Context: an optimization exercise on an open-source flow, tuned for small area. The choices shown serve that exercise and are no tape-out recipe.
Function was checked by simulation only, so behaviour that the tests miss may differ from the original.

== alpha ==
Design cordic_amplitude_angle, start of the top module:
module cordic_amplitude_angle (
    input                clk,
    input                rst_n,
    input  signed [31:0] x,
    input  signed [31:0] y,
    input                pre_vaild,
    output signed [31:0] amplitude,
    output signed [31:0] angle,
    output reg           post_vaild
);
Size: about 5,400 cells after synthesis, roughly 130 I/O pins, roughly 0.051 sq mm of cells after synthesis.
export LEC_CHECK = 0
export CAP_MARGIN = 20
export CORE_MARGIN = 2
export CORE_UTILIZATION = 40
export SLEW_MARGIN = 20
create_clock -name core_clock -period 7.5 [get_ports {clk}]
standard.sh (not shown) runs the stock make flow with config.mk's settings and CLKGATE_MAP_FILE= SYNTH_SCRIPT=/design/flow/synth_recipe.tcl, a recipe that flattens the netlist after the stock synthesis.
==> flow/flow/run.sh <==
#!/bin/bash
# The standard layout flow (standard.sh) with one change: the buffers that
# global placement puts on every input and output port are
# sky130_fd_sc_hd__buf_1 cells instead of the default choice (the resizer may
# still upsize them). standard.sh's own output goes to standard_flow.log; each
# ORFS step keeps its full log under orfs/logs/.
export BUFFER_PORTS_ARGS="-buffer_cell sky130_fd_sc_hd__buf_1"
bash standard.sh > standard_flow.log 2>&1
alpha finished every stage and its layout cleared the timing, DRC and antenna checks.
What beta does differently from alpha at the input level:
Settings: an added CTS_CLUSTER_SIZE of 32; an added CTS_CLUSTER_DIAMETER of 85.
The layout overhead on the synthesized area number comes out higher for alpha vs beta.
Comparing beta against alpha, there is no change at all in post-CTS setup buffer count.

========
== run A ==
cordic_amplitude_angle again, from the RTL that the note above started with.
Design cordic_amplitude_angle, start of the top module:
module cordic_amplitude_angle (
    input                clk,
    input                rst_n,
    input  signed [31:0] x,
    input  signed [31:0] y,
    input                pre_vaild,
    output signed [31:0] amplitude,
    output signed [31:0] angle,
    output reg           post_vaild
);
wire sx_i = x[31];
wire [28:0] ax_i = sx_i ? (~x[28:0] + 29'd1) : x[28:0];
wire [29:0] y_i = y[29:0];
wire d0 = y_i[29];
wire nd0 = ~d0;
wire e0 = d0 ^ ~sx_i;
wire [28:0] xo0 = y_i[28:0] ^ {29{d0}};
wire [29:0] Xn0_p, Xn0_g;
assign Xn0_p[0] = ax_i[0] ^ xo0[0]; assign Xn0_g[0] = ax_i[0] & xo0[0];
assign Xn0_p[1] = ax_i[1] ^ xo0[1]; assign Xn0_g[1] = ax_i[1] & xo0[1];
assign Xn0_p[2] = ax_i[2] ^ xo0[2]; assign Xn0_g[2] = ax_i[2] & xo0[2];
assign Xn0_p[3] = ax_i[3] ^ xo0[3]; assign Xn0_g[3] = ax_i[3] & xo0[3];
assign Xn0_p[4] = ax_i[4] ^ xo0[4]; assign Xn0_g[4] = ax_i[4] & xo0[4];
assign Xn0_p[5] = ax_i[5] ^ xo0[5]; assign Xn0_g[5] = ax_i[5] & xo0[5];
assign Xn0_p[6] = ax_i[6] ^ xo0[6]; assign Xn0_g[6] = ax_i[6] & xo0[6];
assign Xn0_p[7] = ax_i[7] ^ xo0[7]; assign Xn0_g[7] = ax_i[7] & xo0[7];
assign Xn0_p[8] = ax_i[8] ^ xo0[8]; assign Xn0_g[8] = ax_i[8] & xo0[8];
assign Xn0_p[9] = ax_i[9] ^ xo0[9]; assign Xn0_g[9] = ax_i[9] & xo0[9];
assign Xn0_p[10] = ax_i[10] ^ xo0[10]; assign Xn0_g[10] = ax_i[10] & xo0[10];
assign Xn0_p[11] = ax_i[11] ^ xo0[11]; assign Xn0_g[11] = ax_i[11] & xo0[11];
assign Xn0_p[12] = ax_i[12] ^ xo0[12]; assign Xn0_g[12] = ax_i[12] & xo0[12];
assign Xn0_p[13] = ax_i[13] ^ xo0[13]; assign Xn0_g[13] = ax_i[13] & xo0[13];
assign Xn0_p[14] = ax_i[14] ^ xo0[14]; assign Xn0_g[14] = ax_i[14] & xo0[14];
  ...
==> flow/config.mk <==
export PLATFORM = sky130hd
export DESIGN_NAME = cordic_amplitude_angle
export DESIGN_NICKNAME = cordic_amplitude_angle
export VERILOG_FILES = /design/flow/design.v
export SDC_FILE = /design/flow/constraint.sdc
export NUM_CORES = 4
export LEC_CHECK = 0
export CAP_MARGIN = 20
export CORE_MARGIN = 2
export CORE_UTILIZATION = 40
export SLEW_MARGIN = 20
==> flow/constraint.sdc <==
create_clock -name core_clock -period 7.5 [get_ports {clk}]
set_input_delay 1.5000 -clock core_clock [delete_from_list [all_inputs] [get_ports {clk}]]
set_output_delay 1.5000 -clock core_clock [all_outputs]
set_load 0.01 [all_outputs]
==> flow/flow/run.sh <==
#!/bin/bash
# The standard layout flow (standard.sh) with two changes:
# - the buffers that global placement puts on every input and output port are
#   sky130_fd_sc_hd__buf_1 cells instead of the default choice (the resizer may
#   still upsize them);
# - clock tree synthesis clusters up to 25 flip-flops within 70 um per leaf
#   buffer and inserts no dummy loads.
# standard.sh's own output goes to standard_flow.log; each ORFS step keeps its
# full log under orfs/logs/.
export BUFFER_PORTS_ARGS="-buffer_cell sky130_fd_sc_hd__buf_1"
export CTS_ARGS="-sink_clustering_enable -repair_clock_nets -sink_clustering_size 25 -sink_clustering_max_diameter 70 -dont_use_dummy_load"
bash standard.sh > standard_flow.log 2>&1
Run A | stages: all done | timing, DRC, antenna: all pass
Modified inputs, run B compared to run A
# run A
export LEC_CHECK = 0
export CAP_MARGIN = 20
export CORE_MARGIN = 2
export CORE_UTILIZATION = 40
export SLEW_MARGIN = 20
create_clock -name core_clock -period 7.5 [get_ports {clk}]
# run B
export LEC_CHECK = 0
export CAP_MARGIN = 20
export CORE_MARGIN = 2
export CORE_UTILIZATION = 40
export GPL_TIMING_DRIVEN = 0
export SLEW_MARGIN = 20
create_clock -name core_clock -period 7.5 [get_ports {clk}]
==> comparison <==
Diff run A -> run B | clock insertion delay at the later pin of the skew report | increase of 0.02 ns
The run with more setup slack is run A; run B has less.
Compared with run A, total of clock buffers placed in the layout in run B decreased by a few percent.
| global-route usage | run B vs run A | 0.74 points higher |
Compared with run A, in run B final cell count shows an increase of 55; met1 wire length moved up; share of the clock period used by the worst path shows an increase of 0.33 points; met3 layer wire length in the routed design has increased; wire length went up by 5.5%.
In run B the core utilization turned out 0.27 points higher than in run A.

========
cordic_amplitude_angle, a different RTL version from the one above (not shown whole).
Size in the first run: about 5300 cells after synthesis, ~510 flip-flops, about 130 I/O pins.
// cordic_amplitude_angle
module cordic_amplitude_angle (
    input                clk,
    input                rst_n,
    input  signed [31:0] x,
    input  signed [31:0] y,
    input                pre_vaild,
    output signed [31:0] amplitude,
    output signed [31:0] angle,
    output reg           post_vaild
);
wire sx_i = x[31];
wire [28:0] ax_i = sx_i ? (~x[28:0] + 29'd1) : x[28:0];
wire [29:0] y_i = y[29:0];
wire d0 = y_i[29];
wire nd0 = ~d0;
wire e0 = d0 ^ ~sx_i;
wire [28:0] xo0 = y_i[28:0] ^ {29{d0}};
wire [29:0] Xn0_p, Xn0_g;
assign Xn0_p[0] = ax_i[0] ^ xo0[0]; assign Xn0_g[0] = ax_i[0] & xo0[0];
assign Xn0_p[1] = ax_i[1] ^ xo0[1]; assign Xn0_g[1] = ax_i[1] & xo0[1];
assign Xn0_p[2] = ax_i[2] ^ xo0[2]; assign Xn0_g[2] = ax_i[2] & xo0[2];
assign Xn0_p[3] = ax_i[3] ^ xo0[3]; assign Xn0_g[3] = ax_i[3] & xo0[3];
assign Xn0_p[4] = ax_i[4] ^ xo0[4]; assign Xn0_g[4] = ax_i[4] & xo0[4];
assign Xn0_p[5] = ax_i[5] ^ xo0[5]; assign Xn0_g[5] = ax_i[5] & xo0[5];
assign Xn0_p[6] = ax_i[6] ^ xo0[6]; assign Xn0_g[6] = ax_i[6] & xo0[6];
assign Xn0_p[7] = ax_i[7] ^ xo0[7]; assign Xn0_g[7] = ax_i[7] & xo0[7];
assign Xn0_p[8] = ax_i[8] ^ xo0[8]; assign Xn0_g[8] = ax_i[8] & xo0[8];
assign Xn0_p[9] = ax_i[9] ^ xo0[9]; assign Xn0_g[9] = ax_i[9] & xo0[9];
assign Xn0_p[10] = ax_i[10] ^ xo0[10]; assign Xn0_g[10] = ax_i[10] & xo0[10];
assign Xn0_p[11] = ax_i[11] ^ xo0[11]; assign Xn0_g[11] = ax_i[11] & xo0[11];
assign Xn0_p[12] = ax_i[12] ^ xo0[12]; assign Xn0_g[12] = ax_i[12] & xo0[12];
assign Xn0_p[13] = ax_i[13] ^ xo0[13]; assign Xn0_g[13] = ax_i[13] & xo0[13];
assign Xn0_p[14] = ax_i[14] ^ xo0[14]; assign Xn0_g[14] = ax_i[14] & xo0[14];
assign Xn0_p[15] = ax_i[15] ^ xo0[15]; assign Xn0_g[15] = ax_i[15] & xo0[15];
assign Xn0_p[16] = ax_i[16] ^ xo0[16]; assign Xn0_g[16] = ax_i[16] & xo0[16];
assign Xn0_p[17] = ax_i[17] ^ xo0[17]; assign Xn0_g[17] = ax_i[17] & xo0[17];
assign Xn0_p[18] = ax_i[18] ^ xo0[18]; assign Xn0_g[18] = ax_i[18] & xo0[18];
assign Xn0_p[19] = ax_i[19] ^ xo0[19]; assign Xn0_g[19] = ax_i[19] & xo0[19];
  ...
clock: 7.5 ns
lec_check: 0
cap_margin: 20
core_margin: 2
core_utilization: 40
slew_margin: 20
==> flow/flow/run.sh <==
#!/bin/bash
# The standard layout flow (standard.sh) with one change: the buffers that
# global placement puts on every input and output port are
# sky130_fd_sc_hd__buf_1 cells instead of the default choice (the resizer may
# still upsize them). standard.sh's own output goes to standard_flow.log; each
# ORFS step keeps its full log under orfs/logs/.
export BUFFER_PORTS_ARGS="-buffer_cell sky130_fd_sc_hd__buf_1"
bash standard.sh > standard_flow.log 2>&1
The first run produced a clean layout.
Edit:
==> flow/flow/run.sh (replaced) <==
#!/bin/bash
# The standard layout flow (standard.sh), with the port buffers that global
# placement inserts on every input and output made of sky130_fd_sc_hd__buf_1
# cells instead of the default choice; the resizer may still upsize them.
export BUFFER_PORTS_ARGS="-buffer_cell sky130_fd_sc_hd__buf_1"
bash standard.sh > standard_flow.log 2>&1
status=$?
cp standard.sh standard_copy.sh.txt 2>/dev/null
exit $status
Non-clock buffer count is unchanged.
Cell area is unchanged.

========
Setup of oak:
RTL: one of the versions met above, not the one the previous note started from.
For scale: ~510 flip-flops, about 130 I/O pins.
==> flow/design.v (excerpt) <==
module cordic_amplitude_angle (
    input                clk,
    input                rst_n,
    input  signed [31:0] x,
    input  signed [31:0] y,
    input                pre_vaild,
    output signed [31:0] amplitude,
    output signed [31:0] angle,
    output reg           post_vaild
);
clock: 7.5 ns
lec_check: 0
cap_margin: 20
core_margin: 2
core_utilization: 40
slew_margin: 20
==> flow/flow/run.sh <==
#!/bin/bash
# The standard layout flow (standard.sh) with two changes:
# - the buffers that global placement puts on every input and output port are
#   sky130_fd_sc_hd__buf_1 cells instead of the default choice (the resizer may
#   still upsize them);
# - clock tree synthesis clusters up to 30 flip-flops within 80 um per leaf
#   buffer and inserts no dummy loads.
# standard.sh's own output goes to standard_flow.log; each ORFS step keeps its
# full log under orfs/logs/.
export BUFFER_PORTS_ARGS="-buffer_cell sky130_fd_sc_hd__buf_1"
export CTS_ARGS="-sink_clustering_enable -repair_clock_nets -sink_clustering_size 30 -sink_clustering_max_diameter 80 -dont_use_dummy_load"
bash standard.sh > standard_flow.log 2>&1
Inputs modified between oak and pine:
Settings: a change of CORE_UTILIZATION from 40 to 55; an added PLACE_DENSITY of 0.65.
### Flow results
- Diff oak -> pine | met1 routing resource usage after global routing | increase of 7.8 points
- Relative area change from synthesis to final layout on pine is down relative to oak.

## separate check: timing with driven ports
No port has a modelled driver above. Below, the same layouts with a new extraction and two added sets of constraints.
Step 1 assumes that a clkbuf_16 drives the clock port and a buf_2 every other input.
Step 2 moves the port delays by t, midway between the first and last clock arrival at a register: inputs arrive t later, outputs are due t later. That takes back most of the time a late clock gives input paths.
Slacks: ideal / step 1 / step 2; pairs: ideal / step 1.
| run | t (ns) | setup slack, ns | worst setup path after step 2 | latest minus earliest clock arrival (ns) | cell pins on the clock port's net |
|---|---|---|---|---|---|
| alpha | 0.709 | 0.375 / 0.306 / 0.542 | register to register | 0.035 / 0.036 | 1 |
| beta | 0.672 | 0.361 / 0.292 / 0.509 | register to register | 0.048 / 0.048 | 1 |
| run A | 0.681 | 0.375 / 0.304 / 0.537 | register to register | 0.068 / 0.068 | 1 |
| run B | 0.667 | 0.350 / 0.312 / 0.350 | register to register | 0.126 / 0.126 | 1 |
| the first run of note 3 | 0.724 | 0.146 / 0.080 / 0.402 | register to register | 0.053 / 0.054 | 1 |
| the second run of note 3 | 0.724 | 0.146 / 0.080 / 0.402 | register to register | 0.053 / 0.054 | 1 |
| oak | 0.643 | 0.324 / 0.257 / 0.510 | register to register | 0.064 / 0.064 | 1 |
| pine | 0.626 | 0.330 / 0.268 / 0.397 | register to register | 0.096 / 0.096 | 1 |
After both steps setup and hold are still met in every run listed.
